This is an optimization exercise on Yosys and OpenROAD, whose aim is small area and a short achievable clock period, not a production implementation.
The RTL was checked by simulation tests, not by an equivalence proof against the original design.

==> flow/design.v <==
module DA_z0
(
    input   wire            sys_clk ,
    input   wire    [15:0]  h_lo    ,    
    input   wire    [15:0]  h_hi    ,    
    input   wire            last    ,    
    input   wire            clr     ,
    output  wire    [11:0]  z
);
wire    [11:0]  ra  ;
wire    [11:0]  rb  ;
assign  ra[ 0] = 1'b0;
assign  ra[ 1] = h_lo[1] | h_lo[2] | h_lo[4] | h_lo[7] | h_lo[8] | h_lo[11] | h_lo[13] | h_lo[14];
assign  ra[ 2] = h_lo[3] | h_lo[5] | h_lo[6] | h_lo[7] | h_lo[9] | h_lo[10] | h_lo[11] | h_lo[12] | h_lo[13] | h_lo[14];
assign  ra[ 3] = h_lo[1] | h_lo[2] | h_lo[4] | h_lo[7] | h_lo[8] | h_lo[11] | h_lo[13] | h_lo[14] | h_lo[15];
assign  ra[ 4] = h_lo[3] | h_lo[5] | h_lo[6] | h_lo[7] | h_lo[9] | h_lo[10] | h_lo[11] | h_lo[12] | h_lo[13] | h_lo[14];
assign  ra[ 5] = h_lo[1] | h_lo[2] | h_lo[4] | h_lo[7] | h_lo[8] | h_lo[11] | h_lo[13] | h_lo[14] | h_lo[15];
assign  ra[ 6] = h_lo[1] | h_lo[2] | h_lo[3] | h_lo[4] | h_lo[5] | h_lo[6] | h_lo[8] | h_lo[9] | h_lo[10] | h_lo[12];
assign  ra[ 7] = h_lo[3] | h_lo[5] | h_lo[6] | h_lo[9] | h_lo[10] | h_lo[12] | h_lo[15];
assign  ra[ 8] = h_lo[1] | h_lo[2] | h_lo[4] | h_lo[8] | h_lo[15];
assign  ra[ 9] = h_lo[3] | h_lo[5] | h_lo[6] | h_lo[9] | h_lo[10] | h_lo[12];
assign  ra[10] = h_lo[7] | h_lo[11] | h_lo[13] | h_lo[14] | h_lo[15];
assign  ra[11] = 1'b0;
wire    [4:0]   pc  ;    
assign  pc[0] = h_hi[0];
assign  pc[1] = h_hi[1] | h_hi[2] | h_hi[4] | h_hi[8];
assign  pc[2] = h_hi[3] | h_hi[5] | h_hi[6] | h_hi[9] | h_hi[10] | h_hi[12];
assign  pc[3] = h_hi[7] | h_hi[11] | h_hi[13] | h_hi[14];
assign  pc[4] = h_hi[15];
wire    [4:0]   pc_p = pc & {5{~last}};
wire    [4:0]   pc_n = pc & {5{last}};
assign  rb[ 0] = 1'b0;
assign  rb[ 1] = pc[1] | pc[3];
assign  rb[ 2] = pc[2] | pc[3];
assign  rb[ 3] = pc_p[1] | pc_p[3] | pc_p[4] | pc_n[0] | pc_n[2];
assign  rb[ 4] = pc[3] | pc_p[2] | pc_n[0];
assign  rb[ 5] = pc_p[1] | pc_p[3] | pc_p[4] | pc_n[2];
assign  rb[ 6] = pc[1] | pc_p[2] | pc_n[0];
assign  rb[ 7] = pc_p[2] | pc_p[4] | pc_n[1] | pc_n[3];
assign  rb[ 8] = pc[1] | pc_p[4] | pc_n[2];
assign  rb[ 9] = pc_p[2] | pc_n[0] | pc_n[1] | pc_n[3];
assign  rb[10] = pc[3] | pc_p[4] | pc_n[2];
assign  rb[11] = pc_n[0] | pc_n[1] | pc_n[2] | pc_n[3];
reg     [13:0]  v   ;
reg     [11:0]  acc ;
reg     [1:0]   low ;
wire    [13:0]  sum = {{2{acc[11]}}, acc} + v;
always @(posedge sys_clk) begin
    v   <= {{2{ra[11]}}, ra} + {rb[11], rb, 1'b0};
    acc <= sum[13:2] & {12{~clr}};
    low <= sum[1:0];
end
assign z = {acc[9:0], low};
endmodule
module DA_z1
(
    input   wire            sys_clk ,
    input   wire    [15:0]  h_lo    ,    
    input   wire    [15:0]  h_hi    ,    
    input   wire            last    ,    
    input   wire            clr     ,
    output  wire    [11:0]  z
);
wire    [11:0]  ra  ;
wire    [11:0]  rb  ;
assign  ra[ 0] = 1'b0;
assign  ra[ 1] = h_lo[1] | h_lo[2] | h_lo[5] | h_lo[6] | h_lo[9] | h_lo[10] | h_lo[13] | h_lo[14];
assign  ra[ 2] = h_lo[1] | h_lo[4] | h_lo[6] | h_lo[7] | h_lo[8] | h_lo[10] | h_lo[11] | h_lo[13];
assign  ra[ 3] = h_lo[2] | h_lo[4] | h_lo[7] | h_lo[9] | h_lo[10] | h_lo[14];
assign  ra[ 4] = h_lo[1] | h_lo[4] | h_lo[5] | h_lo[7] | h_lo[9] | h_lo[13];
assign  ra[ 5] = h_lo[1] | h_lo[2] | h_lo[3] | h_lo[7] | h_lo[8] | h_lo[13] | h_lo[14] | h_lo[15];
assign  ra[ 6] = h_lo[1] | h_lo[6] | h_lo[8] | h_lo[9] | h_lo[13];
assign  ra[ 7] = h_lo[1] | h_lo[2] | h_lo[3] | h_lo[6] | h_lo[7] | h_lo[12];
assign  ra[ 8] = h_lo[1] | h_lo[2] | h_lo[3] | h_lo[4] | h_lo[5] | h_lo[12] | h_lo[13] | h_lo[14] | h_lo[15];
assign  ra[ 9] = h_lo[3] | h_lo[5] | h_lo[6] | h_lo[9] | h_lo[10] | h_lo[13] | h_lo[14];
assign  ra[10] = h_lo[7] | h_lo[11] | h_lo[15];
assign  ra[11] = 1'b0;
assign  rb[ 0] = 1'b0;
assign  rb[ 1] = h_hi[1] | h_hi[2] | h_hi[5] | h_hi[6] | h_hi[9] | h_hi[10] | h_hi[13] | h_hi[14];
assign  rb[ 2] = h_hi[1] | h_hi[4] | h_hi[6] | h_hi[7] | h_hi[8] | h_hi[10] | h_hi[11] | h_hi[13];
assign  rb[ 3] = h_hi[2] | h_hi[4] | h_hi[7] | h_hi[9] | h_hi[10] | h_hi[14];
assign  rb[ 4] = h_hi[1] | h_hi[4] | h_hi[5] | h_hi[7] | h_hi[9] | h_hi[13];
assign  rb[ 5] = last ? (h_hi[0] | h_hi[4] | h_hi[5] | h_hi[6] | h_hi[9] | h_hi[10] | h_hi[11] | h_hi[12]) : (h_hi[1] | h_hi[2] | h_hi[3] | h_hi[7] | h_hi[8] | h_hi[13] | h_hi[14] | h_hi[15]);
assign  rb[ 6] = last ? (h_hi[0] | h_hi[1] | h_hi[4] | h_hi[5] | h_hi[8] | h_hi[10] | h_hi[11] | h_hi[12] | h_hi[13]) : (h_hi[1] | h_hi[6] | h_hi[8] | h_hi[9] | h_hi[13]);
assign  rb[ 7] = last ? (h_hi[0] | h_hi[1] | h_hi[2] | h_hi[3] | h_hi[4] | h_hi[5] | h_hi[6] | h_hi[7] | h_hi[10] | h_hi[11]) : (h_hi[1] | h_hi[2] | h_hi[3] | h_hi[6] | h_hi[7] | h_hi[12]);
assign  rb[ 8] = last ? (h_hi[4] | h_hi[5] | h_hi[6] | h_hi[7] | h_hi[8] | h_hi[9]) : (h_hi[1] | h_hi[2] | h_hi[3] | h_hi[4] | h_hi[5] | h_hi[12] | h_hi[13] | h_hi[14] | h_hi[15]);
assign  rb[ 9] = last ? (h_hi[0] | h_hi[3] | h_hi[4] | h_hi[7] | h_hi[8] | h_hi[11] | h_hi[13] | h_hi[14]) : (h_hi[3] | h_hi[5] | h_hi[6] | h_hi[9] | h_hi[10] | h_hi[13] | h_hi[14]);
assign  rb[10] = last ? (h_hi[1] | h_hi[2] | h_hi[3] | h_hi[5] | h_hi[6] | h_hi[7] | h_hi[9] | h_hi[10] | h_hi[11] | h_hi[12] | h_hi[13] | h_hi[14]) : (h_hi[7] | h_hi[11] | h_hi[15]);
assign  rb[11] = last ? (h_hi[0] | h_hi[1] | h_hi[2] | h_hi[3] | h_hi[4] | h_hi[5] | h_hi[6] | h_hi[7] | h_hi[8] | h_hi[9] | h_hi[10] | h_hi[11] | h_hi[12] | h_hi[13] | h_hi[14]) : (1'b0);
reg     [13:0]  v   ;
reg     [11:0]  acc ;
reg     [1:0]   low ;
wire    [13:0]  sum = {{2{acc[11]}}, acc} + v;
always @(posedge sys_clk) begin
    v   <= {{2{ra[11]}}, ra} + {rb[11], rb, 1'b0};
    acc <= sum[13:2] & {12{~clr}};
    low <= sum[1:0];
end
assign z = {acc[9:0], low};
endmodule
module DA_z2
(
    input   wire            sys_clk ,
    input   wire    [15:0]  h_lo    ,    
    input   wire    [15:0]  h_hi    ,    
    input   wire            clr     ,
    output  wire    [11:0]  z
);
wire    [11:0]  ra  ;
wire    [11:0]  rb  ;
assign  ra[ 0] = h_lo[1] | h_lo[3] | h_lo[5] | h_lo[7] | h_lo[8] | h_lo[10] | h_lo[12] | h_lo[14];
assign  ra[ 1] = h_lo[8] | h_lo[10] | h_lo[12] | h_lo[14];
assign  ra[ 2] = h_lo[2] | h_lo[3] | h_lo[4] | h_lo[5] | h_lo[8] | h_lo[11] | h_lo[13] | h_lo[14];
assign  ra[ 3] = h_lo[1] | h_lo[3] | h_lo[4] | h_lo[7] | h_lo[10] | h_lo[13];
assign  ra[ 4] = h_lo[1] | h_lo[3] | h_lo[4] | h_lo[5] | h_lo[7] | h_lo[13];
assign  ra[ 5] = h_lo[4] | h_lo[8] | h_lo[10] | h_lo[12] | h_lo[13] | h_lo[14];
assign  ra[ 6] = h_lo[1] | h_lo[2] | h_lo[7] | h_lo[10] | h_lo[11] | h_lo[12];
assign  ra[ 7] = h_lo[1] | h_lo[2] | h_lo[3] | h_lo[7] | h_lo[10] | h_lo[11];
assign  ra[ 8] = h_lo[1] | h_lo[4] | h_lo[5] | h_lo[7] | h_lo[12] | h_lo[13];
assign  ra[ 9] = h_lo[3] | h_lo[4] | h_lo[8] | h_lo[10] | h_lo[13] | h_lo[14];
assign  ra[10] = h_lo[4] | h_lo[8] | h_lo[10] | h_lo[12] | h_lo[13] | h_lo[14];
assign  ra[11] = h_lo[4] | h_lo[8] | h_lo[10] | h_lo[12] | h_lo[13] | h_lo[14];
assign  rb[ 0] = h_hi[1] | h_hi[3] | h_hi[5] | h_hi[7] | h_hi[8] | h_hi[10] | h_hi[12] | h_hi[14];
assign  rb[ 1] = h_hi[8] | h_hi[10] | h_hi[12] | h_hi[14];
assign  rb[ 2] = h_hi[2] | h_hi[3] | h_hi[4] | h_hi[5] | h_hi[8] | h_hi[11] | h_hi[13] | h_hi[14];
assign  rb[ 3] = h_hi[1] | h_hi[3] | h_hi[4] | h_hi[7] | h_hi[10] | h_hi[13];
assign  rb[ 4] = h_hi[1] | h_hi[3] | h_hi[4] | h_hi[5] | h_hi[7] | h_hi[13];
assign  rb[ 5] = h_hi[4] | h_hi[8] | h_hi[10] | h_hi[12] | h_hi[13] | h_hi[14];
assign  rb[ 6] = h_hi[1] | h_hi[2] | h_hi[7] | h_hi[10] | h_hi[11] | h_hi[12];
assign  rb[ 7] = h_hi[1] | h_hi[2] | h_hi[3] | h_hi[7] | h_hi[10] | h_hi[11];
assign  rb[ 8] = h_hi[1] | h_hi[4] | h_hi[5] | h_hi[7] | h_hi[12] | h_hi[13];
assign  rb[ 9] = h_hi[3] | h_hi[4] | h_hi[8] | h_hi[10] | h_hi[13] | h_hi[14];
assign  rb[10] = h_hi[4] | h_hi[8] | h_hi[10] | h_hi[12] | h_hi[13] | h_hi[14];
assign  rb[11] = h_hi[4] | h_hi[8] | h_hi[10] | h_hi[12] | h_hi[13] | h_hi[14];
reg     [13:0]  v   ;
reg     [11:0]  acc ;
reg     [1:0]   low ;
wire    [13:0]  sum = {{2{acc[11]}}, acc} + v;
always @(posedge sys_clk) begin
    v   <= {{2{ra[11]}}, ra} + {rb[11], rb, 1'b0};
    acc <= sum[13:2] & {12{~clr}};
    low <= sum[1:0];
end
assign z = {acc[9:0], low};
endmodule
module DA_z3
(
    input   wire            sys_clk ,
    input   wire    [15:0]  h_lo    ,    
    input   wire    [15:0]  h_hi    ,    
    input   wire            last    ,    
    input   wire            clr     ,
    output  wire    [11:0]  z
);
wire    [11:0]  ra  ;
wire    [11:0]  rb  ;
assign  ra[ 0] = 1'b0;
assign  ra[ 1] = h_lo[1] | h_lo[3] | h_lo[4] | h_lo[6] | h_lo[9] | h_lo[11] | h_lo[12] | h_lo[14];
assign  ra[ 2] = h_lo[2] | h_lo[3] | h_lo[5] | h_lo[6] | h_lo[8] | h_lo[9] | h_lo[12] | h_lo[15];
assign  ra[ 3] = h_lo[1] | h_lo[2] | h_lo[4] | h_lo[9] | h_lo[11] | h_lo[12] | h_lo[13] | h_lo[14];
assign  ra[ 4] = h_lo[2] | h_lo[5] | h_lo[7] | h_lo[13] | h_lo[15];
assign  ra[ 5] = h_lo[1] | h_lo[5] | h_lo[6] | h_lo[8] | h_lo[11] | h_lo[12] | h_lo[15];
assign  ra[ 6] = h_lo[3] | h_lo[7] | h_lo[8] | h_lo[12];
assign  ra[ 7] = h_lo[1] | h_lo[2] | h_lo[5] | h_lo[6] | h_lo[8] | h_lo[9] | h_lo[10] | h_lo[12] | h_lo[13] | h_lo[14];
assign  ra[ 8] = h_lo[1] | h_lo[2] | h_lo[3] | h_lo[5] | h_lo[6] | h_lo[7];
assign  ra[ 9] = h_lo[2] | h_lo[4] | h_lo[5] | h_lo[7] | h_lo[8] | h_lo[10] | h_lo[13] | h_lo[15];
assign  ra[10] = h_lo[2] | h_lo[4] | h_lo[5] | h_lo[6] | h_lo[7] | h_lo[8] | h_lo[10] | h_lo[12] | h_lo[13] | h_lo[14] | h_lo[15];
assign  ra[11] = h_lo[2] | h_lo[4] | h_lo[5] | h_lo[6] | h_lo[7] | h_lo[8] | h_lo[10] | h_lo[12] | h_lo[13] | h_lo[14] | h_lo[15];
assign  rb[ 0] = 1'b0;
assign  rb[ 1] = h_hi[1] | h_hi[3] | h_hi[4] | h_hi[6] | h_hi[9] | h_hi[11] | h_hi[12] | h_hi[14];
assign  rb[ 2] = last ? (h_hi[0] | h_hi[1] | h_hi[4] | h_hi[7] | h_hi[10] | h_hi[11] | h_hi[13] | h_hi[14]) : (h_hi[2] | h_hi[3] | h_hi[5] | h_hi[6] | h_hi[8] | h_hi[9] | h_hi[12] | h_hi[15]);
assign  rb[ 3] = last ? (h_hi[0] | h_hi[2] | h_hi[7] | h_hi[9] | h_hi[10] | h_hi[12]) : (h_hi[1] | h_hi[2] | h_hi[4] | h_hi[9] | h_hi[11] | h_hi[12] | h_hi[13] | h_hi[14]);
assign  rb[ 4] = last ? (h_hi[1] | h_hi[3] | h_hi[4] | h_hi[6] | h_hi[7] | h_hi[8] | h_hi[9] | h_hi[11] | h_hi[12] | h_hi[14]) : (h_hi[2] | h_hi[5] | h_hi[7] | h_hi[13] | h_hi[15]);
assign  rb[ 5] = last ? (h_hi[1] | h_hi[2] | h_hi[6] | h_hi[8] | h_hi[11] | h_hi[12] | h_hi[13]) : (h_hi[1] | h_hi[5] | h_hi[6] | h_hi[8] | h_hi[11] | h_hi[12] | h_hi[15]);
assign  rb[ 6] = last ? (h_hi[0] | h_hi[1] | h_hi[2] | h_hi[4] | h_hi[6] | h_hi[9] | h_hi[10] | h_hi[11] | h_hi[13] | h_hi[14]) : (h_hi[3] | h_hi[7] | h_hi[8] | h_hi[12]);
assign  rb[ 7] = last ? (h_hi[0] | h_hi[4] | h_hi[5] | h_hi[8] | h_hi[11] | h_hi[12]) : (h_hi[1] | h_hi[2] | h_hi[5] | h_hi[6] | h_hi[8] | h_hi[9] | h_hi[10] | h_hi[12] | h_hi[13] | h_hi[14]);
assign  rb[ 8] = last ? (h_hi[0] | h_hi[1] | h_hi[2] | h_hi[3] | h_hi[4] | h_hi[5] | h_hi[6] | h_hi[7] | h_hi[11]) : (h_hi[1] | h_hi[2] | h_hi[3] | h_hi[5] | h_hi[6] | h_hi[7]);
assign  rb[ 9] = last ? (h_hi[1] | h_hi[3] | h_hi[4] | h_hi[6] | h_hi[9] | h_hi[12] | h_hi[14]) : (h_hi[2] | h_hi[4] | h_hi[5] | h_hi[7] | h_hi[8] | h_hi[10] | h_hi[13] | h_hi[15]);
assign  rb[10] = last ? (h_hi[4] | h_hi[6] | h_hi[12] | h_hi[14]) : (h_hi[2] | h_hi[4] | h_hi[5] | h_hi[6] | h_hi[7] | h_hi[8] | h_hi[10] | h_hi[12] | h_hi[13] | h_hi[14] | h_hi[15]);
assign  rb[11] = last ? (h_hi[4] | h_hi[6] | h_hi[12] | h_hi[14]) : (h_hi[2] | h_hi[4] | h_hi[5] | h_hi[6] | h_hi[7] | h_hi[8] | h_hi[10] | h_hi[12] | h_hi[13] | h_hi[14] | h_hi[15]);
reg     [13:0]  v   ;
reg     [11:0]  acc ;
reg     [1:0]   low ;
wire    [13:0]  sum = {{2{acc[11]}}, acc} + v;
always @(posedge sys_clk) begin
    v   <= {{2{ra[11]}}, ra} + {rb[11], rb, 1'b0};
    acc <= sum[13:2] & {12{~clr}};
    low <= sum[1:0];
end
assign z = {acc[9:0], low};
endmodule
module DA_z4
(
    input   wire            sys_clk ,
    input   wire    [15:0]  h_lo    ,    
    input   wire    [15:0]  h_hi    ,    
    input   wire            clr     ,
    output  wire    [11:0]  z
);
wire    [11:0]  ra  ;
wire    [11:0]  rb  ;
assign  ra[ 0] = 1'b0;
assign  ra[ 1] = h_lo[1] | h_lo[2] | h_lo[4] | h_lo[7] | h_lo[8] | h_lo[11] | h_lo[13] | h_lo[14];
assign  ra[ 2] = h_lo[2] | h_lo[4] | h_lo[6] | h_lo[7] | h_lo[9] | h_lo[14];
assign  ra[ 3] = h_lo[1] | h_lo[6] | h_lo[8] | h_lo[11] | h_lo[13];
assign  ra[ 4] = h_lo[2] | h_lo[4] | h_lo[7] | h_lo[9] | h_lo[14];
assign  ra[ 5] = h_lo[1] | h_lo[6] | h_lo[8] | h_lo[11] | h_lo[13];
assign  ra[ 6] = h_lo[1] | h_lo[8] | h_lo[9] | h_lo[11] | h_lo[13];
assign  ra[ 7] = h_lo[2] | h_lo[4] | h_lo[7] | h_lo[9] | h_lo[14];
assign  ra[ 8] = h_lo[1] | h_lo[6] | h_lo[8] | h_lo[11] | h_lo[13];
assign  ra[ 9] = h_lo[2] | h_lo[4] | h_lo[7] | h_lo[9] | h_lo[14];
assign  ra[10] = h_lo[2] | h_lo[4] | h_lo[6] | h_lo[7] | h_lo[14];
assign  ra[11] = h_lo[2] | h_lo[4] | h_lo[6] | h_lo[7] | h_lo[14];
assign  rb[ 0] = 1'b0;
assign  rb[ 1] = h_hi[1] | h_hi[2] | h_hi[4] | h_hi[7] | h_hi[8] | h_hi[11] | h_hi[13] | h_hi[14];
assign  rb[ 2] = h_hi[2] | h_hi[4] | h_hi[6] | h_hi[7] | h_hi[9] | h_hi[14];
assign  rb[ 3] = h_hi[1] | h_hi[6] | h_hi[8] | h_hi[11] | h_hi[13];
assign  rb[ 4] = h_hi[2] | h_hi[4] | h_hi[7] | h_hi[9] | h_hi[14];
assign  rb[ 5] = h_hi[1] | h_hi[6] | h_hi[8] | h_hi[11] | h_hi[13];
assign  rb[ 6] = h_hi[1] | h_hi[8] | h_hi[9] | h_hi[11] | h_hi[13];
assign  rb[ 7] = h_hi[2] | h_hi[4] | h_hi[7] | h_hi[9] | h_hi[14];
assign  rb[ 8] = h_hi[1] | h_hi[6] | h_hi[8] | h_hi[11] | h_hi[13];
assign  rb[ 9] = h_hi[2] | h_hi[4] | h_hi[7] | h_hi[9] | h_hi[14];
assign  rb[10] = h_hi[2] | h_hi[4] | h_hi[6] | h_hi[7] | h_hi[14];
assign  rb[11] = h_hi[2] | h_hi[4] | h_hi[6] | h_hi[7] | h_hi[14];
reg     [13:0]  v   ;
reg     [11:0]  acc ;
reg     [1:0]   low ;
wire    [13:0]  sum = {{2{acc[11]}}, acc} + v;
always @(posedge sys_clk) begin
    v   <= {{2{ra[11]}}, ra} + {rb[11], rb, 1'b0};
    acc <= sum[13:2] & {12{~clr}};
    low <= sum[1:0];
end
assign z = {acc[9:0], low};
endmodule
module DA_z5
(
    input   wire            sys_clk ,
    input   wire    [15:0]  h_lo    ,    
    input   wire    [15:0]  h_hi    ,    
    input   wire            last    ,    
    input   wire            clr     ,
    output  wire    [11:0]  z
);
wire    [11:0]  ra  ;
wire    [11:0]  rb  ;
assign  ra[ 0] = 1'b0;
assign  ra[ 1] = h_lo[2] | h_lo[3] | h_lo[6] | h_lo[7] | h_lo[8] | h_lo[9] | h_lo[12] | h_lo[13];
assign  ra[ 2] = h_lo[1] | h_lo[3] | h_lo[4] | h_lo[6] | h_lo[9] | h_lo[10] | h_lo[12] | h_lo[15];
assign  ra[ 3] = h_lo[1] | h_lo[2] | h_lo[6] | h_lo[7] | h_lo[8] | h_lo[12] | h_lo[13] | h_lo[14];
assign  ra[ 4] = h_lo[1] | h_lo[10] | h_lo[11] | h_lo[14] | h_lo[15];
assign  ra[ 5] = h_lo[3] | h_lo[4] | h_lo[6] | h_lo[8] | h_lo[10] | h_lo[13] | h_lo[15];
assign  ra[ 6] = h_lo[4] | h_lo[6] | h_lo[9] | h_lo[11];
assign  ra[ 7] = h_lo[5] | h_lo[7] | h_lo[8] | h_lo[9] | h_lo[10] | h_lo[11];
assign  ra[ 8] = h_lo[1] | h_lo[3] | h_lo[5] | h_lo[7] | h_lo[8] | h_lo[10] | h_lo[13] | h_lo[15];
assign  ra[ 9] = h_lo[2] | h_lo[3] | h_lo[6] | h_lo[7] | h_lo[9] | h_lo[10] | h_lo[12] | h_lo[13];
assign  ra[10] = h_lo[2] | h_lo[3] | h_lo[6] | h_lo[7] | h_lo[10];
assign  ra[11] = h_lo[2] | h_lo[3] | h_lo[6] | h_lo[7] | h_lo[10];
assign  rb[ 0] = 1'b0;
assign  rb[ 1] = h_hi[2] | h_hi[3] | h_hi[6] | h_hi[7] | h_hi[8] | h_hi[9] | h_hi[12] | h_hi[13];
assign  rb[ 2] = last ? (h_hi[0] | h_hi[2] | h_hi[5] | h_hi[7] | h_hi[8] | h_hi[11] | h_hi[13] | h_hi[14]) : (h_hi[1] | h_hi[3] | h_hi[4] | h_hi[6] | h_hi[9] | h_hi[10] | h_hi[12] | h_hi[15]);
assign  rb[ 3] = last ? (h_hi[0] | h_hi[1] | h_hi[5] | h_hi[6] | h_hi[11] | h_hi[12]) : (h_hi[1] | h_hi[2] | h_hi[6] | h_hi[7] | h_hi[8] | h_hi[12] | h_hi[13] | h_hi[14]);
assign  rb[ 4] = last ? (h_hi[2] | h_hi[3] | h_hi[4] | h_hi[6] | h_hi[7] | h_hi[8] | h_hi[9] | h_hi[11] | h_hi[12] | h_hi[13]) : (h_hi[1] | h_hi[10] | h_hi[11] | h_hi[14] | h_hi[15]);
assign  rb[ 5] = last ? (h_hi[1] | h_hi[3] | h_hi[4] | h_hi[6] | h_hi[8] | h_hi[13] | h_hi[14]) : (h_hi[3] | h_hi[4] | h_hi[6] | h_hi[8] | h_hi[10] | h_hi[13] | h_hi[15]);
assign  rb[ 6] = last ? (h_hi[0] | h_hi[1] | h_hi[2] | h_hi[3] | h_hi[5] | h_hi[7] | h_hi[8] | h_hi[12] | h_hi[13] | h_hi[14]) : (h_hi[4] | h_hi[6] | h_hi[9] | h_hi[11]);
assign  rb[ 7] = last ? (h_hi[0] | h_hi[1] | h_hi[2] | h_hi[3] | h_hi[9] | h_hi[10] | h_hi[11] | h_hi[12] | h_hi[13] | h_hi[14]) : (h_hi[5] | h_hi[7] | h_hi[8] | h_hi[9] | h_hi[10] | h_hi[11]);
assign  rb[ 8] = last ? (h_hi[1] | h_hi[3] | h_hi[4] | h_hi[6] | h_hi[9] | h_hi[11] | h_hi[13]) : (h_hi[1] | h_hi[3] | h_hi[5] | h_hi[7] | h_hi[8] | h_hi[10] | h_hi[13] | h_hi[15]);
assign  rb[ 9] = last ? (h_hi[0] | h_hi[1] | h_hi[4] | h_hi[7] | h_hi[10] | h_hi[11] | h_hi[14]) : (h_hi[2] | h_hi[3] | h_hi[6] | h_hi[7] | h_hi[9] | h_hi[10] | h_hi[12] | h_hi[13]);
assign  rb[10] = last ? (h_hi[0] | h_hi[1] | h_hi[2] | h_hi[3] | h_hi[4] | h_hi[6] | h_hi[7] | h_hi[10] | h_hi[11] | h_hi[14]) : (h_hi[2] | h_hi[3] | h_hi[6] | h_hi[7] | h_hi[10]);
assign  rb[11] = last ? (h_hi[0] | h_hi[1] | h_hi[2] | h_hi[3] | h_hi[4] | h_hi[6] | h_hi[7] | h_hi[10] | h_hi[11] | h_hi[14]) : (h_hi[2] | h_hi[3] | h_hi[6] | h_hi[7] | h_hi[10]);
reg     [13:0]  v   ;
reg     [11:0]  acc ;
reg     [1:0]   low ;
wire    [13:0]  sum = {{2{acc[11]}}, acc} + v;
always @(posedge sys_clk) begin
    v   <= {{2{ra[11]}}, ra} + {rb[11], rb, 1'b0};
    acc <= sum[13:2] & {12{~clr}};
    low <= sum[1:0];
end
assign z = {acc[9:0], low};
endmodule
module DA_z6
(
    input   wire            sys_clk ,
    input   wire    [15:0]  h_lo    ,    
    input   wire    [15:0]  h_hi    ,    
    input   wire            clr     ,
    output  wire    [11:0]  z
);
wire    [11:0]  ra  ;
wire    [11:0]  rb  ;
assign  ra[ 0] = h_lo[2] | h_lo[3] | h_lo[4] | h_lo[5] | h_lo[10] | h_lo[11] | h_lo[12] | h_lo[13];
assign  ra[ 1] = h_lo[2] | h_lo[3] | h_lo[10] | h_lo[11];
assign  ra[ 2] = h_lo[1] | h_lo[2] | h_lo[5] | h_lo[7] | h_lo[8] | h_lo[11] | h_lo[12] | h_lo[14];
assign  ra[ 3] = h_lo[3] | h_lo[4] | h_lo[5] | h_lo[8] | h_lo[13] | h_lo[14];
assign  ra[ 4] = h_lo[4] | h_lo[5] | h_lo[8] | h_lo[12] | h_lo[13] | h_lo[14];
assign  ra[ 5] = h_lo[2] | h_lo[3] | h_lo[8] | h_lo[10] | h_lo[11] | h_lo[14];
assign  ra[ 6] = h_lo[1] | h_lo[3] | h_lo[4] | h_lo[7] | h_lo[10] | h_lo[13];
assign  ra[ 7] = h_lo[1] | h_lo[3] | h_lo[4] | h_lo[5] | h_lo[7] | h_lo[13];
assign  ra[ 8] = h_lo[4] | h_lo[8] | h_lo[10] | h_lo[12] | h_lo[13] | h_lo[14];
assign  ra[ 9] = h_lo[2] | h_lo[3] | h_lo[5] | h_lo[8] | h_lo[11] | h_lo[14];
assign  ra[10] = h_lo[2] | h_lo[3] | h_lo[8] | h_lo[10] | h_lo[11] | h_lo[14];
assign  ra[11] = h_lo[2] | h_lo[3] | h_lo[8] | h_lo[10] | h_lo[11] | h_lo[14];
assign  rb[ 0] = h_hi[2] | h_hi[3] | h_hi[4] | h_hi[5] | h_hi[10] | h_hi[11] | h_hi[12] | h_hi[13];
assign  rb[ 1] = h_hi[2] | h_hi[3] | h_hi[10] | h_hi[11];
assign  rb[ 2] = h_hi[1] | h_hi[2] | h_hi[5] | h_hi[7] | h_hi[8] | h_hi[11] | h_hi[12] | h_hi[14];
assign  rb[ 3] = h_hi[3] | h_hi[4] | h_hi[5] | h_hi[8] | h_hi[13] | h_hi[14];
assign  rb[ 4] = h_hi[4] | h_hi[5] | h_hi[8] | h_hi[12] | h_hi[13] | h_hi[14];
assign  rb[ 5] = h_hi[2] | h_hi[3] | h_hi[8] | h_hi[10] | h_hi[11] | h_hi[14];
assign  rb[ 6] = h_hi[1] | h_hi[3] | h_hi[4] | h_hi[7] | h_hi[10] | h_hi[13];
assign  rb[ 7] = h_hi[1] | h_hi[3] | h_hi[4] | h_hi[5] | h_hi[7] | h_hi[13];
assign  rb[ 8] = h_hi[4] | h_hi[8] | h_hi[10] | h_hi[12] | h_hi[13] | h_hi[14];
assign  rb[ 9] = h_hi[2] | h_hi[3] | h_hi[5] | h_hi[8] | h_hi[11] | h_hi[14];
assign  rb[10] = h_hi[2] | h_hi[3] | h_hi[8] | h_hi[10] | h_hi[11] | h_hi[14];
assign  rb[11] = h_hi[2] | h_hi[3] | h_hi[8] | h_hi[10] | h_hi[11] | h_hi[14];
reg     [13:0]  v   ;
reg     [11:0]  acc ;
reg     [1:0]   low ;
wire    [13:0]  sum = {{2{acc[11]}}, acc} + v;
always @(posedge sys_clk) begin
    v   <= {{2{ra[11]}}, ra} + {rb[11], rb, 1'b0};
    acc <= sum[13:2] & {12{~clr}};
    low <= sum[1:0];
end
assign z = {acc[9:0], low};
endmodule
module DA_z7
(
    input   wire            sys_clk ,
    input   wire    [15:0]  h_lo    ,    
    input   wire    [15:0]  h_hi    ,    
    input   wire            last    ,    
    input   wire            clr     ,
    output  wire    [11:0]  z
);
wire    [11:0]  ra  ;
wire    [11:0]  rb  ;
assign  ra[ 0] = 1'b0;
assign  ra[ 1] = h_lo[4] | h_lo[5] | h_lo[6] | h_lo[7] | h_lo[8] | h_lo[9] | h_lo[10] | h_lo[11];
assign  ra[ 2] = h_lo[1] | h_lo[2] | h_lo[5] | h_lo[6] | h_lo[9] | h_lo[10] | h_lo[12] | h_lo[15];
assign  ra[ 3] = h_lo[3] | h_lo[4] | h_lo[5] | h_lo[6] | h_lo[8] | h_lo[9] | h_lo[10] | h_lo[13] | h_lo[14] | h_lo[15];
assign  ra[ 4] = h_lo[7] | h_lo[11] | h_lo[12] | h_lo[13] | h_lo[14] | h_lo[15];
assign  ra[ 5] = h_lo[1] | h_lo[2] | h_lo[4] | h_lo[7] | h_lo[9] | h_lo[10] | h_lo[12] | h_lo[15];
assign  ra[ 6] = h_lo[1] | h_lo[2] | h_lo[3] | h_lo[7] | h_lo[9] | h_lo[10] | h_lo[11] | h_lo[15];
assign  ra[ 7] = h_lo[2] | h_lo[4] | h_lo[6] | h_lo[7] | h_lo[10] | h_lo[12] | h_lo[14] | h_lo[15];
assign  ra[ 8] = h_lo[3] | h_lo[4] | h_lo[11] | h_lo[12];
assign  ra[ 9] = h_lo[2] | h_lo[3] | h_lo[5] | h_lo[8] | h_lo[9] | h_lo[12] | h_lo[14] | h_lo[15];
assign  ra[10] = h_lo[2] | h_lo[3] | h_lo[8] | h_lo[9] | h_lo[10] | h_lo[11] | h_lo[12] | h_lo[14] | h_lo[15];
assign  ra[11] = h_lo[2] | h_lo[3] | h_lo[8] | h_lo[9] | h_lo[10] | h_lo[11] | h_lo[12] | h_lo[14] | h_lo[15];
assign  rb[ 0] = 1'b0;
assign  rb[ 1] = h_hi[4] | h_hi[5] | h_hi[6] | h_hi[7] | h_hi[8] | h_hi[9] | h_hi[10] | h_hi[11];
assign  rb[ 2] = last ? (h_hi[0] | h_hi[3] | h_hi[4] | h_hi[7] | h_hi[8] | h_hi[11] | h_hi[13] | h_hi[14]) : (h_hi[1] | h_hi[2] | h_hi[5] | h_hi[6] | h_hi[9] | h_hi[10] | h_hi[12] | h_hi[15]);
assign  rb[ 3] = last ? (h_hi[1] | h_hi[2] | h_hi[3] | h_hi[4] | h_hi[8] | h_hi[12] | h_hi[13] | h_hi[14]) : (h_hi[3] | h_hi[4] | h_hi[5] | h_hi[6] | h_hi[8] | h_hi[9] | h_hi[10] | h_hi[13] | h_hi[14] | h_hi[15]);
assign  rb[ 4] = last ? (h_hi[5] | h_hi[6] | h_hi[7] | h_hi[9] | h_hi[10] | h_hi[11] | h_hi[12] | h_hi[13] | h_hi[14]) : (h_hi[7] | h_hi[11] | h_hi[12] | h_hi[13] | h_hi[14] | h_hi[15]);
assign  rb[ 5] = last ? (h_hi[1] | h_hi[2] | h_hi[4] | h_hi[7] | h_hi[9] | h_hi[10] | h_hi[12]) : (h_hi[1] | h_hi[2] | h_hi[4] | h_hi[7] | h_hi[9] | h_hi[10] | h_hi[12] | h_hi[15]);
assign  rb[ 6] = last ? (h_hi[1] | h_hi[2] | h_hi[3] | h_hi[7] | h_hi[9] | h_hi[10] | h_hi[11]) : (h_hi[1] | h_hi[2] | h_hi[3] | h_hi[7] | h_hi[9] | h_hi[10] | h_hi[11] | h_hi[15]);
assign  rb[ 7] = last ? (h_hi[2] | h_hi[4] | h_hi[6] | h_hi[7] | h_hi[10] | h_hi[12] | h_hi[14]) : (h_hi[2] | h_hi[4] | h_hi[6] | h_hi[7] | h_hi[10] | h_hi[12] | h_hi[14] | h_hi[15]);
assign  rb[ 8] = last ? (h_hi[0] | h_hi[1] | h_hi[2] | h_hi[5] | h_hi[6] | h_hi[7] | h_hi[8] | h_hi[9] | h_hi[10] | h_hi[13] | h_hi[14]) : (h_hi[3] | h_hi[4] | h_hi[11] | h_hi[12]);
assign  rb[ 9] = last ? (h_hi[2] | h_hi[4] | h_hi[5] | h_hi[8] | h_hi[9] | h_hi[11] | h_hi[14]) : (h_hi[2] | h_hi[3] | h_hi[5] | h_hi[8] | h_hi[9] | h_hi[12] | h_hi[14] | h_hi[15]);
assign  rb[10] = last ? (h_hi[2] | h_hi[8] | h_hi[9] | h_hi[10] | h_hi[11] | h_hi[14]) : (h_hi[2] | h_hi[3] | h_hi[8] | h_hi[9] | h_hi[10] | h_hi[11] | h_hi[12] | h_hi[14] | h_hi[15]);
assign  rb[11] = last ? (h_hi[2] | h_hi[8] | h_hi[9] | h_hi[10] | h_hi[11] | h_hi[14]) : (h_hi[2] | h_hi[3] | h_hi[8] | h_hi[9] | h_hi[10] | h_hi[11] | h_hi[12] | h_hi[14] | h_hi[15]);
reg     [13:0]  v   ;
reg     [11:0]  acc ;
reg     [1:0]   low ;
wire    [13:0]  sum = {{2{acc[11]}}, acc} + v;
always @(posedge sys_clk) begin
    v   <= {{2{ra[11]}}, ra} + {rb[11], rb, 1'b0};
    acc <= sum[13:2] & {12{~clr}};
    low <= sum[1:0];
end
assign z = {acc[9:0], low};
endmodule
module DCT_one_dimensional
(
    input   wire                    sys_clk         ,
    input   wire                    sys_rst_n       ,
    input   wire                    start           ,
    input   wire            [95:0]  DCT_data_in     ,
    output  wire    signed  [11:0]  DCT_data_o_z0   ,
    output  wire    signed  [11:0]  DCT_data_o_z1   ,
    output  wire    signed  [11:0]  DCT_data_o_z2   ,
    output  wire    signed  [11:0]  DCT_data_o_z3   ,
    output  wire    signed  [11:0]  DCT_data_o_z4   ,
    output  wire    signed  [11:0]  DCT_data_o_z5   ,
    output  wire    signed  [11:0]  DCT_data_o_z6   ,
    output  wire    signed  [11:0]  DCT_data_o_z7   ,
    output  wire                    data_en
);
reg     [9:1]   st      ;
always @(posedge sys_clk or negedge sys_rst_n)
    if (sys_rst_n == 1'b0)
        st <= 9'd0;
    else
        st <= {st[8:1], start};
assign data_en = st[9];
reg             busy    ;
always @(posedge sys_clk or negedge sys_rst_n)
    if (sys_rst_n == 1'b0)
        busy <= 1'b0;
    else if (start == 1'b1)
        busy <= 1'b1;
    else if (st[5] == 1'b1)
        busy <= 1'b0;
wire    b_last  = st[6];
wire    r_last  = st[7];
wire    a_clr   = st[2];
reg     [95:0]  xs      ;
wire    [95:0]  xs_nxt  ;
genvar          gi, gj;
generate
    for (gi = 0; gi < 8; gi = gi + 1) begin : g_smp
        for (gj = 0; gj < 12; gj = gj + 1) begin : g_bit
            if (gj >= 10) begin : g_top
                assign xs_nxt[12*gi+gj] = DCT_data_in[12*gi+gj];
            end else begin : g_shf
                assign xs_nxt[12*gi+gj] = busy ? xs[12*gi+gj+2] : DCT_data_in[12*gi+gj];
            end
        end
    end
endgenerate
always @(posedge sys_clk)
    xs <= xs_nxt;
reg     [3:0]   ce, cd  ;        
wire    [3:0]   ce_n, cd_n, el_n, eh_n, dl_n, dh_n;
generate
    for (gi = 0; gi < 4; gi = gi + 1) begin : g_bfly
        wire a0 = xs[12*gi];
        wire a1 = xs[12*gi+1];
        wire b0 = xs[12*(7-gi)];
        wire b1 = xs[12*(7-gi)+1] ^ b_last;
        wire n0 = ~xs[12*(7-gi)];
        wire n1 = ~xs[12*(7-gi)+1] ^ b_last;
        wire ec0 = ce[gi];
        wire es0 = a0 ^ b0 ^ ec0;
        wire ec1 = (a0 & b0) | (a0 & ec0) | (b0 & ec0);
        wire es1 = a1 ^ b1 ^ ec1;
        wire ec2 = (a1 & b1) | (a1 & ec1) | (b1 & ec1);
        wire dc0 = cd[gi];
        wire ds0 = a0 ^ n0 ^ dc0;
        wire dc1 = (a0 & n0) | (a0 & dc0) | (n0 & dc0);
        wire ds1 = a1 ^ n1 ^ dc1;
        wire dc2 = (a1 & n1) | (a1 & dc1) | (n1 & dc1);
        assign ce_n[gi] = busy & ec2;
        assign cd_n[gi] = ~busy | dc2;
        assign el_n[gi] = es0;
        assign eh_n[gi] = es1;
        assign dl_n[gi] = ds0;
        assign dh_n[gi] = ds1;
    end
endgenerate
reg     [15:0]  oel, oeh, odl, odh;
always @(posedge sys_clk) begin
    ce    <= ce_n;
    cd    <= cd_n;
    oel   <= 16'd1 << el_n;
    odl   <= 16'd1 << dl_n;
    oeh   <= 16'd1 << eh_n;
    odh   <= 16'd1 << dh_n;
end
DA_z0 DA_z0_inst (.sys_clk(sys_clk), .h_lo(oel), .h_hi(oeh), .last(r_last),            .clr(a_clr), .z(DCT_data_o_z0));
DA_z1 DA_z1_inst (.sys_clk(sys_clk), .h_lo(odl), .h_hi(odh), .last(r_last),            .clr(a_clr), .z(DCT_data_o_z1));
DA_z2 DA_z2_inst (.sys_clk(sys_clk), .h_lo(oel), .h_hi(oeh),                            .clr(a_clr), .z(DCT_data_o_z2));
DA_z3 DA_z3_inst (.sys_clk(sys_clk), .h_lo(odl), .h_hi(odh), .last(r_last),            .clr(a_clr), .z(DCT_data_o_z3));
DA_z4 DA_z4_inst (.sys_clk(sys_clk), .h_lo(oel), .h_hi(oeh),                            .clr(a_clr), .z(DCT_data_o_z4));
DA_z5 DA_z5_inst (.sys_clk(sys_clk), .h_lo(odl), .h_hi(odh), .last(r_last),            .clr(a_clr), .z(DCT_data_o_z5));
DA_z6 DA_z6_inst (.sys_clk(sys_clk), .h_lo(oel), .h_hi(oeh),                            .clr(a_clr), .z(DCT_data_o_z6));
DA_z7 DA_z7_inst (.sys_clk(sys_clk), .h_lo(odl), .h_hi(odh), .last(r_last),            .clr(a_clr), .z(DCT_data_o_z7));
endmodule
==> flow/flow/run.sh <==
#!/bin/bash
# The standard layout, with the I/O port buffers made from plain buffers
# (sky130_fd_sc_hd__buf_1) instead of the delay-cell buffers buffer_ports
# picks by default. Every port still gets its buffer.
set -euo pipefail
export BUFFER_PORTS_ARGS="-buffer_cell sky130_fd_sc_hd__buf_1"
bash standard.sh > standard.log 2>&1
==> flow/standard.sh <==
#!/bin/bash
# synth_recipe.tcl (not shown) runs the flow's synth.tcl, then flattens the netlist and writes it again
# the make line also repeats each setting of config.mk as NAME=value (left out here)
make -C /OpenROAD-flow-scripts/flow DESIGN_CONFIG=/design/flow/config.mk WORK_HOME=/design/flow/orfs CLKGATE_MAP_FILE= SYNTH_SCRIPT=/design/flow/synth_recipe.tcl "${@:-finish}"
==> flow/config.mk <==
export PLATFORM = sky130hd
export DESIGN_NAME = DCT_one_dimensional
export DESIGN_NICKNAME = DCT_one_dimensional
export VERILOG_FILES = /design/flow/design.v
export SDC_FILE = /design/flow/constraint.sdc
export NUM_CORES = 4
export LEC_CHECK = 0
export ABC_AREA = 1
export CAP_MARGIN = 20
export CORE_MARGIN = 2
export CORE_UTILIZATION = 50
export CTS_BUF_LIST = sky130_fd_sc_hd__clkbuf_8 sky130_fd_sc_hd__clkbuf_16
export CTS_CLUSTER_DIAMETER = 100
export CTS_CLUSTER_SIZE = 25
export SETUP_SLACK_MARGIN = 2.6
export SLEW_MARGIN = 20
==> flow/constraint.sdc <==
create_clock -name core_clock -period 5.0 [get_ports {sys_clk}]
set_input_delay 1.0000 -clock core_clock [delete_from_list [all_inputs] [get_ports {sys_clk}]]
set_output_delay 1.0000 -clock core_clock [all_outputs]
set_load 0.01 [all_outputs]
==> results of run 1 <==
-- logic make-up (layout without fill, tap and decap cells) --
group	count (synthesis)	after routing	synth area share, %
AOI/OAI and AO/OA	249	249	6.25
other	0	1	0
DFF	387	387	35.3
and+or+nand+nor	1711	1711	32.3
adders and majority gates	206	206	12.8
buffers and inverters	533	661	10.7
xor gates and xnor gates	67	67	2.66
-- state kept, by name, summed over array words and instances, names as in the netlist, 13 cells and up --
register,flops
DA_z0_inst.v,13
DA_z1_inst.v,13
DA_z2_inst.v,13
DA_z6_inst.v,13
odh,16
odl,15
oeh,16
oel,15
xs,96
-- metal layers --
metal / global-route usage (%) / vias to the layer above / part of all wire [%]
li1: - / 10100 / -
met1: 34.1 / 8818 / 48
met2: 39.1 / 522 / 44
met3: 2.96 / 103 / 5.0
met4: 7.20 / 0 / 2.8
met5: 0 / - / 0
-- layout make-up --
class / count / area, µm² / share of cell area, %
timing repair buffer: 228 / 980 / 4.06
timing repair inverter: 1 / 8.76 / 0.0363
inverter: 407 / 1550 / 6.43
multi-input combinational: 2233 / 12500 / 51.7
tap: 592 / 741 / 3.07
antenna: 1 / 2.50 / 0.0104
clock inverter: 6 / 36.3 / 0.150
clock buffer: 19 / 475 / 1.97
sequential: 387 / 7870 / 32.6
-- worst reg2reg max path, cell delays in order (launching register included) --
cell and delay, ns:
dfrtp_4 0.58, buf_4 0.20, nor4_4 0.33, a32oi_1 0.12, ha_1 0.38, nand2_1 0.08
o21ai_2 0.19, buf_4 0.15, a21oi_1 0.06, xor2_1 0.14
-- cells in the mapped netlist, types with 10 or more instances --
master    number
dfxtp_1      377
o21bai_1      17
nand4_1       47
nand2_1      951
nor4_1        17
ha_1         174
fa_1          32
a21oi_1      132
inv_1        398
dfrtp_1       10
buf_4         80
nor3b_1       12
o21ai_0       53
nand3_1      220
nor2_1       368
nand3b_1      11
xor2_1        47
clkbuf_1      22
xnor2_1       20
a31oi_1       15
buf_2         17
nor3_1        53
-- final timing paths --
path                            from              end  cells after the start
setup / recovery               st[7]  DA_z3_inst.v[8]                      9
setup reg to reg               st[7]  DA_z3_inst.v[8]                      9
min in group asynchronous  sys_rst_n            st[3]                      1
hold / removal                 st[1]            st[2]                      0
max in group asynchronous  sys_rst_n            st[7]                      1
hold reg to reg                st[1]            st[2]                      0
-- cells in the final DEF (no fill, tap or decap), types with 15 or more instances in the layout --
cell,synthesis,routed
nand2_1,951,942
inv_1,398,394
dfxtp_1,377,351
nor2_1,368,347
nand3_1,220,214
buf_1,0,195
ha_1,174,158
a21oi_1,132,126
nand4_1,47,47
xor2_1,47,47
nor3_1,53,44
o21ai_0,53,44
buf_4,80,33
fa_1,32,29
nor2_2,9,20
xnor2_1,20,20
clkbuf_16,0,19
o21bai_1,17,17
a31oi_1,15,15
-- timing repair --
item,in CTS,in global routing
setup buffers,6,23
setup endpoints to repair,44,56
gates cloned,0,1
pin swaps,0,35
gates resized for setup,45,138
==> results.toml, run 1 <==
[outcome]
status = "complete, no violations"

[global_routing]
grt_max_degree = 87
antenna_found_initial = 2
grt_pass1_vias = 18000
grt_pass1_wl_um = 91600
grt.total_usage_pct = 24.3
grt_overflow = 0

[logic_synthesis]
ys.flop_type = "dfxtp_1"
syn_inst = 3153
async_reset_ff_share_pct = 2.58
yosysTopAreaCell = "dfxtp_1"
syn_nets = 3458
synth_area_mm2 = 0.0221
yosys_warnings = 9
synth_cell_types = 49
seq_area_frac_synth_pct = 35.3
yosys.area.top_type_share_pct = 34.2
synthTopCellsByArea = "dfxtp_1, nand2_1, ha_1, inv_1, nor2_1"
syn_avg_cell_area_um2 = 7.01
synth_edf_count = 0
synth_seq_cells = 387

[floorplanning]
core_area_mm2 = 0.0439
die-area_mm2 = 0.0459
die_width_um = 214
die-height_um = 214
pin_count = 196
initial_core_util_pct = 50.3
core.rowCount = 77

[sta]
whs_ns = 0.354
rsz0062_at_grt = "true"
max_slew_margin_pct = 44.6
finalCriticalPeriod_ns = 2.34
max_freq_mhz = 427
finalHoldViolCount = 0
clock_skew_ns = 0.0238
timing.final.crit_share_pct = 46.8
setup_ws_ns = 2.66
worstMarginPinSlew_ns = 0.831
setup_tns_ns = 0
setup_viol = 0
slew_violations = 0

[run]
cap_violations = 0

[clock_network]
cts_tree = "built"
cts.path.max_buffers = 3
hold_buffers = 0
clock_sinks = 387
numCtsBuffers = 19
path_clk_slew_ns = 0.09
root_buffer = "clkbuf_16"
insertion_delay_ns = 0.55
htree_levels = 1

[worst_setup_path]
worst-r2r-setup-slack_ns = 2.66
crit_type = "reg2reg"
worstPathArrival_ns = 2.77
critPathMaxStageDelay_ns = 0.58
crit_slowest_cell = "dfrtp_4"
crit_family = "flip-flops"
cp.required_ns = 5.43
path_buf_inv = 2
crit_fanout = 8
path_common_cell = "buf_4"
endpoint_kind = "flop"
cp_cell_sequence = "buf_4, nor4_4, a32oi_1, ha_1, nand2_1, o21ai_2, buf_4, a21oi_1, xor2_1"
crit_path_start_kind = "flop"

[drt]
vias_per_cell = 5.05
dr.first_iter.drc_count = 1357
vias = 19600
finalWirelength_um = 58000
postRouteAntennaNets = 0
drcViolationCount = 0
first_pass_iters = 5
wl_per_cell_um = 15.0

[placement]
dp_slack_ns = 2.09
portBuffers = 195
dp_cells = 3818
dpl.hpwl_um = 45700
place_congestion = 0.978
dpl-instance-area_mm2 = 0.0228

[cells_and_area]
nets = 3582
fin_cells = 3874
drive_gt1_share_pct = 6.86
area_growth_pct = 9.31
fin_area_mm2 = 0.0241
nFillCells = 4408
fin_util_pct = 55.0

[min_path]
hp-class = "reg2reg"
==> run 2, diff against run 1 <==
--- a/flow/design.v
+++ b/flow/design.v
@@ -41,12 +41,13 @@
 assign  rb[ 9] = pc_p[2] | pc_n[0] | pc_n[1] | pc_n[3];
 assign  rb[10] = pc[3] | pc_p[4] | pc_n[2];
 assign  rb[11] = pc_n[0] | pc_n[1] | pc_n[2] | pc_n[3];
+wire    [13:0]  vn  = {{2{ra[11]}}, ra} + {rb[11], rb, 1'b0};
 reg     [13:0]  v   ;
 reg     [11:0]  acc ;
 reg     [1:0]   low ;
 wire    [13:0]  sum = {{2{acc[11]}}, acc} + v;
 always @(posedge sys_clk) begin
-    v   <= {{2{ra[11]}}, ra} + {rb[11], rb, 1'b0};
+    v   <= vn[13:0];
     acc <= sum[13:2] & {12{~clr}};
     low <= sum[1:0];
 end
@@ -87,12 +88,13 @@
 assign  rb[ 9] = last ? (h_hi[0] | h_hi[3] | h_hi[4] | h_hi[7] | h_hi[8] | h_hi[11] | h_hi[13] | h_hi[14]) : (h_hi[3] | h_hi[5] | h_hi[6] | h_hi[9] | h_hi[10] | h_hi[13] | h_hi[14]);
 assign  rb[10] = last ? (h_hi[1] | h_hi[2] | h_hi[3] | h_hi[5] | h_hi[6] | h_hi[7] | h_hi[9] | h_hi[10] | h_hi[11] | h_hi[12] | h_hi[13] | h_hi[14]) : (h_hi[7] | h_hi[11] | h_hi[15]);
 assign  rb[11] = last ? (h_hi[0] | h_hi[1] | h_hi[2] | h_hi[3] | h_hi[4] | h_hi[5] | h_hi[6] | h_hi[7] | h_hi[8] | h_hi[9] | h_hi[10] | h_hi[11] | h_hi[12] | h_hi[13] | h_hi[14]) : (1'b0);
-reg     [13:0]  v   ;
+wire    [13:0]  vn  = {{2{ra[11]}}, ra} + {rb[11], rb, 1'b0};
+reg     [12:0]  v   ;
 reg     [11:0]  acc ;
 reg     [1:0]   low ;
-wire    [13:0]  sum = {{2{acc[11]}}, acc} + v;
+wire    [13:0]  sum = {{2{acc[11]}}, acc} + {{1{v[12]}}, v};
 always @(posedge sys_clk) begin
-    v   <= {{2{ra[11]}}, ra} + {rb[11], rb, 1'b0};
+    v   <= vn[12:0];
     acc <= sum[13:2] & {12{~clr}};
     low <= sum[1:0];
 end
@@ -132,13 +134,14 @@
 assign  rb[ 9] = h_hi[3] | h_hi[4] | h_hi[8] | h_hi[10] | h_hi[13] | h_hi[14];
 assign  rb[10] = h_hi[4] | h_hi[8] | h_hi[10] | h_hi[12] | h_hi[13] | h_hi[14];
 assign  rb[11] = h_hi[4] | h_hi[8] | h_hi[10] | h_hi[12] | h_hi[13] | h_hi[14];
-reg     [13:0]  v   ;
-reg     [11:0]  acc ;
+wire    [13:0]  vn  = {{2{ra[11]}}, ra} + {rb[11], rb, 1'b0};
+reg     [11:0]  v   ;
+reg     [10:0]  acc ;
 reg     [1:0]   low ;
-wire    [13:0]  sum = {{2{acc[11]}}, acc} + v;
+wire    [12:0]  sum = {{2{acc[10]}}, acc} + {{1{v[11]}}, v};
 always @(posedge sys_clk) begin
-    v   <= {{2{ra[11]}}, ra} + {rb[11], rb, 1'b0};
-    acc <= sum[13:2] & {12{~clr}};
+    v   <= vn[11:0];
+    acc <= sum[12:2] & {11{~clr}};
     low <= sum[1:0];
 end
 assign z = {acc[9:0], low};
@@ -178,13 +181,14 @@
 assign  rb[ 9] = last ? (h_hi[1] | h_hi[3] | h_hi[4] | h_hi[6] | h_hi[9] | h_hi[12] | h_hi[14]) : (h_hi[2] | h_hi[4] | h_hi[5] | h_hi[7] | h_hi[8] | h_hi[10] | h_hi[13] | h_hi[15]);
 assign  rb[10] = last ? (h_hi[4] | h_hi[6] | h_hi[12] | h_hi[14]) : (h_hi[2] | h_hi[4] | h_hi[5] | h_hi[6] | h_hi[7] | h_hi[8] | h_hi[10] | h_hi[12] | h_hi[13] | h_hi[14] | h_hi[15]);
 assign  rb[11] = last ? (h_hi[4] | h_hi[6] | h_hi[12] | h_hi[14]) : (h_hi[2] | h_hi[4] | h_hi[5] | h_hi[6] | h_hi[7] | h_hi[8] | h_hi[10] | h_hi[12] | h_hi[13] | h_hi[14] | h_hi[15]);
-reg     [13:0]  v   ;
-reg     [11:0]  acc ;
+wire    [13:0]  vn  = {{2{ra[11]}}, ra} + {rb[11], rb, 1'b0};
+reg     [12:0]  v   ;
+reg     [10:0]  acc ;
 reg     [1:0]   low ;
-wire    [13:0]  sum = {{2{acc[11]}}, acc} + v;
+wire    [12:0]  sum = {{2{acc[10]}}, acc} + v;
 always @(posedge sys_clk) begin
-    v   <= {{2{ra[11]}}, ra} + {rb[11], rb, 1'b0};
-    acc <= sum[13:2] & {12{~clr}};
+    v   <= vn[12:0];
+    acc <= sum[12:2] & {11{~clr}};
     low <= sum[1:0];
 end
 assign z = {acc[9:0], low};
@@ -223,13 +227,14 @@
 assign  rb[ 9] = h_hi[2] | h_hi[4] | h_hi[7] | h_hi[9] | h_hi[14];
 assign  rb[10] = h_hi[2] | h_hi[4] | h_hi[6] | h_hi[7] | h_hi[14];
 assign  rb[11] = h_hi[2] | h_hi[4] | h_hi[6] | h_hi[7] | h_hi[14];
-reg     [13:0]  v   ;
-reg     [11:0]  acc ;
+wire    [13:0]  vn  = {{2{ra[11]}}, ra} + {rb[11], rb, 1'b0};
+reg     [12:0]  v   ;
+reg     [10:0]  acc ;
 reg     [1:0]   low ;
-wire    [13:0]  sum = {{2{acc[11]}}, acc} + v;
+wire    [12:0]  sum = {{2{acc[10]}}, acc} + v;
 always @(posedge sys_clk) begin
-    v   <= {{2{ra[11]}}, ra} + {rb[11], rb, 1'b0};
-    acc <= sum[13:2] & {12{~clr}};
+    v   <= vn[12:0];
+    acc <= sum[12:2] & {11{~clr}};
     low <= sum[1:0];
 end
 assign z = {acc[9:0], low};
@@ -269,13 +274,14 @@
 assign  rb[ 9] = last ? (h_hi[0] | h_hi[1] | h_hi[4] | h_hi[7] | h_hi[10] | h_hi[11] | h_hi[14]) : (h_hi[2] | h_hi[3] | h_hi[6] | h_hi[7] | h_hi[9] | h_hi[10] | h_hi[12] | h_hi[13]);
 assign  rb[10] = last ? (h_hi[0] | h_hi[1] | h_hi[2] | h_hi[3] | h_hi[4] | h_hi[6] | h_hi[7] | h_hi[10] | h_hi[11] | h_hi[14]) : (h_hi[2] | h_hi[3] | h_hi[6] | h_hi[7] | h_hi[10]);
 assign  rb[11] = last ? (h_hi[0] | h_hi[1] | h_hi[2] | h_hi[3] | h_hi[4] | h_hi[6] | h_hi[7] | h_hi[10] | h_hi[11] | h_hi[14]) : (h_hi[2] | h_hi[3] | h_hi[6] | h_hi[7] | h_hi[10]);
-reg     [13:0]  v   ;
-reg     [11:0]  acc ;
+wire    [13:0]  vn  = {{2{ra[11]}}, ra} + {rb[11], rb, 1'b0};
+reg     [12:0]  v   ;
+reg     [10:0]  acc ;
 reg     [1:0]   low ;
-wire    [13:0]  sum = {{2{acc[11]}}, acc} + v;
+wire    [12:0]  sum = {{2{acc[10]}}, acc} + v;
 always @(posedge sys_clk) begin
-    v   <= {{2{ra[11]}}, ra} + {rb[11], rb, 1'b0};
-    acc <= sum[13:2] & {12{~clr}};
+    v   <= vn[12:0];
+    acc <= sum[12:2] & {11{~clr}};
     low <= sum[1:0];
 end
 assign z = {acc[9:0], low};
@@ -314,13 +320,14 @@
 assign  rb[ 9] = h_hi[2] | h_hi[3] | h_hi[5] | h_hi[8] | h_hi[11] | h_hi[14];
 assign  rb[10] = h_hi[2] | h_hi[3] | h_hi[8] | h_hi[10] | h_hi[11] | h_hi[14];
 assign  rb[11] = h_hi[2] | h_hi[3] | h_hi[8] | h_hi[10] | h_hi[11] | h_hi[14];
-reg     [13:0]  v   ;
-reg     [11:0]  acc ;
+wire    [13:0]  vn  = {{2{ra[11]}}, ra} + {rb[11], rb, 1'b0};
+reg     [11:0]  v   ;
+reg     [10:0]  acc ;
 reg     [1:0]   low ;
-wire    [13:0]  sum = {{2{acc[11]}}, acc} + v;
+wire    [12:0]  sum = {{2{acc[10]}}, acc} + {{1{v[11]}}, v};
 always @(posedge sys_clk) begin
-    v   <= {{2{ra[11]}}, ra} + {rb[11], rb, 1'b0};
-    acc <= sum[13:2] & {12{~clr}};
+    v   <= vn[11:0];
+    acc <= sum[12:2] & {11{~clr}};
     low <= sum[1:0];
 end
 assign z = {acc[9:0], low};
@@ -360,13 +367,14 @@
 assign  rb[ 9] = last ? (h_hi[2] | h_hi[4] | h_hi[5] | h_hi[8] | h_hi[9] | h_hi[11] | h_hi[14]) : (h_hi[2] | h_hi[3] | h_hi[5] | h_hi[8] | h_hi[9] | h_hi[12] | h_hi[14] | h_hi[15]);
 assign  rb[10] = last ? (h_hi[2] | h_hi[8] | h_hi[9] | h_hi[10] | h_hi[11] | h_hi[14]) : (h_hi[2] | h_hi[3] | h_hi[8] | h_hi[9] | h_hi[10] | h_hi[11] | h_hi[12] | h_hi[14] | h_hi[15]);
 assign  rb[11] = last ? (h_hi[2] | h_hi[8] | h_hi[9] | h_hi[10] | h_hi[11] | h_hi[14]) : (h_hi[2] | h_hi[3] | h_hi[8] | h_hi[9] | h_hi[10] | h_hi[11] | h_hi[12] | h_hi[14] | h_hi[15]);
-reg     [13:0]  v   ;
-reg     [11:0]  acc ;
+wire    [13:0]  vn  = {{2{ra[11]}}, ra} + {rb[11], rb, 1'b0};
+reg     [12:0]  v   ;
+reg     [10:0]  acc ;
 reg     [1:0]   low ;
-wire    [13:0]  sum = {{2{acc[11]}}, acc} + v;
+wire    [12:0]  sum = {{2{acc[10]}}, acc} + v;
 always @(posedge sys_clk) begin
-    v   <= {{2{ra[11]}}, ra} + {rb[11], rb, 1'b0};
-    acc <= sum[13:2] & {12{~clr}};
+    v   <= vn[12:0];
+    acc <= sum[12:2] & {11{~clr}};
     low <= sum[1:0];
 end
 assign z = {acc[9:0], low};
==> run 2 against run 1 <==
Clock skew up 0.0054 ns. Non-clock buffer count up 3. Largest cell class unchanged.
==> results.toml, run 2 <==
[worst_setup_path]
worst-r2r-setup-slack_ns = 2.57
worstPathArrival_ns = 2.90
r2r-start = "st[7]"
cp.required_ns = 5.47
r2r_end = "DA_z7_inst.v[11]"
crit_path_start_kind = "flop"
crit_type = "reg2reg"
rr_worst_depth = 11
endpoint_kind = "flop"
crit_fanout = 21

[sta]
rsz0062_at_grt = "true"
timing.final.crit_share_pct = 48.7
worstMarginPinSlew_ns = 0.639
finalCriticalPeriod_ns = 2.43
setup_viol = 0
max_slew_margin_pct = 57.4
slew_violations = 0
clock_skew_ns = 0.0292
setup_tns_ns = 0
max_freq_mhz = 411
finalHoldViolCount = 0

[cells_and_area]
top_register = "xs"
largest_reg_flops = 96
drive_gt1_share_pct = 8.58
layout.cells.most_common = "nand2_1"
nets = 3400
top_regs = "xs: 96 flops, odh: 16 flops, oeh: 16 flops"
fin_util_pct = 56.2
nFillCells = 4101
area_growth_pct = 10.7
fin_area_mm2 = 0.0236
antenna_cells = 0
layout_common_cells = "nand2_1, dfxtp_1, inv_1"

[drt]
vias = 18800
postRouteAntennaNets = 0
first_pass_iters = 7
vias_per_cell = 5.16
wl_per_cell_um = 15.5
drcViolationCount = 0
dr.first_iter.drc_count = 975
finalWirelength_um = 56400

[run]
cap_violations = 0

[clock_network]
clock_sinks = 378
cts.path.max_buffers = 3
path_clk_slew_ns = 0.10
hold_buffers = 0
cts_tree = "built"
root_buffer = "clkbuf_16"
numCtsBuffers = 20
htree_levels = 1
insertion_delay_ns = 0.56

[logic_synthesis]
syn_inst = 2974
synth_cell_types = 51
synth_area_mm2 = 0.0214
yosys.area.top_type_share_pct = 34.5
syn_nets = 3271
synth_seq_cells = 378
syn_avg_cell_area_um2 = 7.18
seq_area_frac_synth_pct = 35.7
ys.flop_type = "dfxtp_1"
yosysTopAreaCell = "dfxtp_1"
yosysMostFrequentCell = "nand2_1"
synth_edf_count = 0
synth_common_cells = "nand2_1, dfxtp_1, nor2_1, inv_1, nand3_1"
synthTopCellsByArea = "dfxtp_1, nand2_1, ha_1, nor2_1, inv_1"
async_reset_ff_share_pct = 2.65
yosys_warnings = 9

[placement]
portBuffers = 195
place_congestion = 1.01
dpl-instance-area_mm2 = 0.0220
dpl.hpwl_um = 44800

[global_routing]
grtUsageMet3_pct = 3.98
grt_max_degree = 88
grt_pass1_vias = 17900
grt_pass1_wl_um = 90000
grt_overflow = 0
grt.total_usage_pct = 25.0
grt_use_met2_pct = 41.6
antenna_found_initial = 0
top_usage_layer = "met2"
gr-usage-met1_pct = 33.7

[floorplanning]
pin_count = 196
initial_core_util_pct = 50.8
die-height_um = 211
core_area_mm2 = 0.0420
die_width_um = 211
die-area_mm2 = 0.0444
core.rowCount = 75

[min_path]
worstHoldStart = "DA_z5_inst.acc[0]"
hp-class = "reg2reg"
min_to = "DA_z5_inst.low[0]"
hold_depth = 0

[outcome]
status = "complete, no violations"
==> run 2: metal layers <==
layer | wire length (µm) | share of wire, %
met1 | 26300 | 47
met2 | 25600 | 45
met3 | 3010 | 5.3
met4 | 1590 | 2.8
met5 | 0 | 0
==> run 2: cell families after synthesis <==
| logic type | count (synthesis) | synth area share [%] |
|---|---|---|
| compound gates | 221 | 5.86 |
| simple gates | 1603 | 31.8 |
| xor+xnor | 92 | 3.77 |
| flops | 378 | 35.7 |
| buf+inv | 482 | 10.1 |
| fa+ha+maj | 198 | 12.7 |
==> run 2: worst max-delay path: stages, from the launching register on <==
cell	delay, ns
dfrtp_1	0.44
buf_12	0.19
nor2_4	0.21
nand2_1	0.16
nor2_4	0.17
o2111ai_1	0.22
ha_1	0.37
inv_1	0.05
nor3_1	0.23
nand3_1	0.14
nand4_1	0.11
nand2_1	0.05
==> run 2: layout make-up <==
cell class                 instances  area [µm²]  share of cell area [%]
sequential                       378        7670                    32.4
inverter                         358        1360                    5.75
clock inverter                     9         100                   0.424
tap                              539         674                    2.85
multi-input combinational       2114       12300                    51.9
clock buffer                      22         528                    2.23
timing repair buffer             231        1050                    4.43
==> run 2: worst max path at each step <==
stage | to | startpoint | slack, ns
2_1_floorplan | DA_z0_inst.v[12] | oel[14] | 2.76
3_3_place_gp | DA_z3_inst.v[10] | st[7] | 2.36
3_5_place_dp | DA_z3_inst.v[10] | st[7] | 2.37
4_1_cts | DA_z3_inst.v[10] | st[7] | 2.59
5_1_grt | DA_z7_inst.v[11] | st[7] | 2.49
6_report | DA_z7_inst.v[11] | st[7] | 2.57
==> run 2: repair_timing <==
action,4_1_cts,5_1_grt
setup endpoints to repair,27,79
endpoints found under the hold margin,0,0
pin swaps,4,26
buffers inserted,7,24
gates resized for setup,40,146
==> run 2: per-stage QoR <==
stage	worst slack, ns	hold WS, ns	instances
after floorplan	2.76	0.331	2974
after global placement	2.36	0.333	3589
after detailed placement	2.37	0.336	3589
after CTS	2.59	0.357	3627
after global routing	2.49	0.368	3651
final	2.57	0.356	3651

==> port drivers added, routing unchanged <==
Ports are ideal in the flow. The routed layouts listed here were re-timed in OpenROAD.
Step 1: set_driving_cell puts a clkbuf_16 on sys_clk and a buf_2 on each other input, an assumption about the parent block.
Step 2, shift: input delay + t, output delay - t, t = (earliest + latest rising clock arrival at the registers) / 2. This alone moves slack from input paths to output paths.
a / b / c = ideal ports / drivers / drivers and shift; a / b = the first two.
| run | t (ns) | setup slack, ns | worst hold slack (ns) | slew at the worst register clock pin (ns) | worst slew at a driven data input, ns |
|---|---|---|---|---|---|
| run 1 | 0.603 | 2.659 / 2.659 / 2.659 | 0.354 / 0.354 / 0.354 | 0.10 / 0.10 | 0.05 |
| run 2 | 0.609 | 2.567 / 2.567 / 2.567 | 0.356 / 0.356 / 0.356 | 0.10 / 0.10 | 0.05 |
After both steps setup and hold are still met in every run listed.
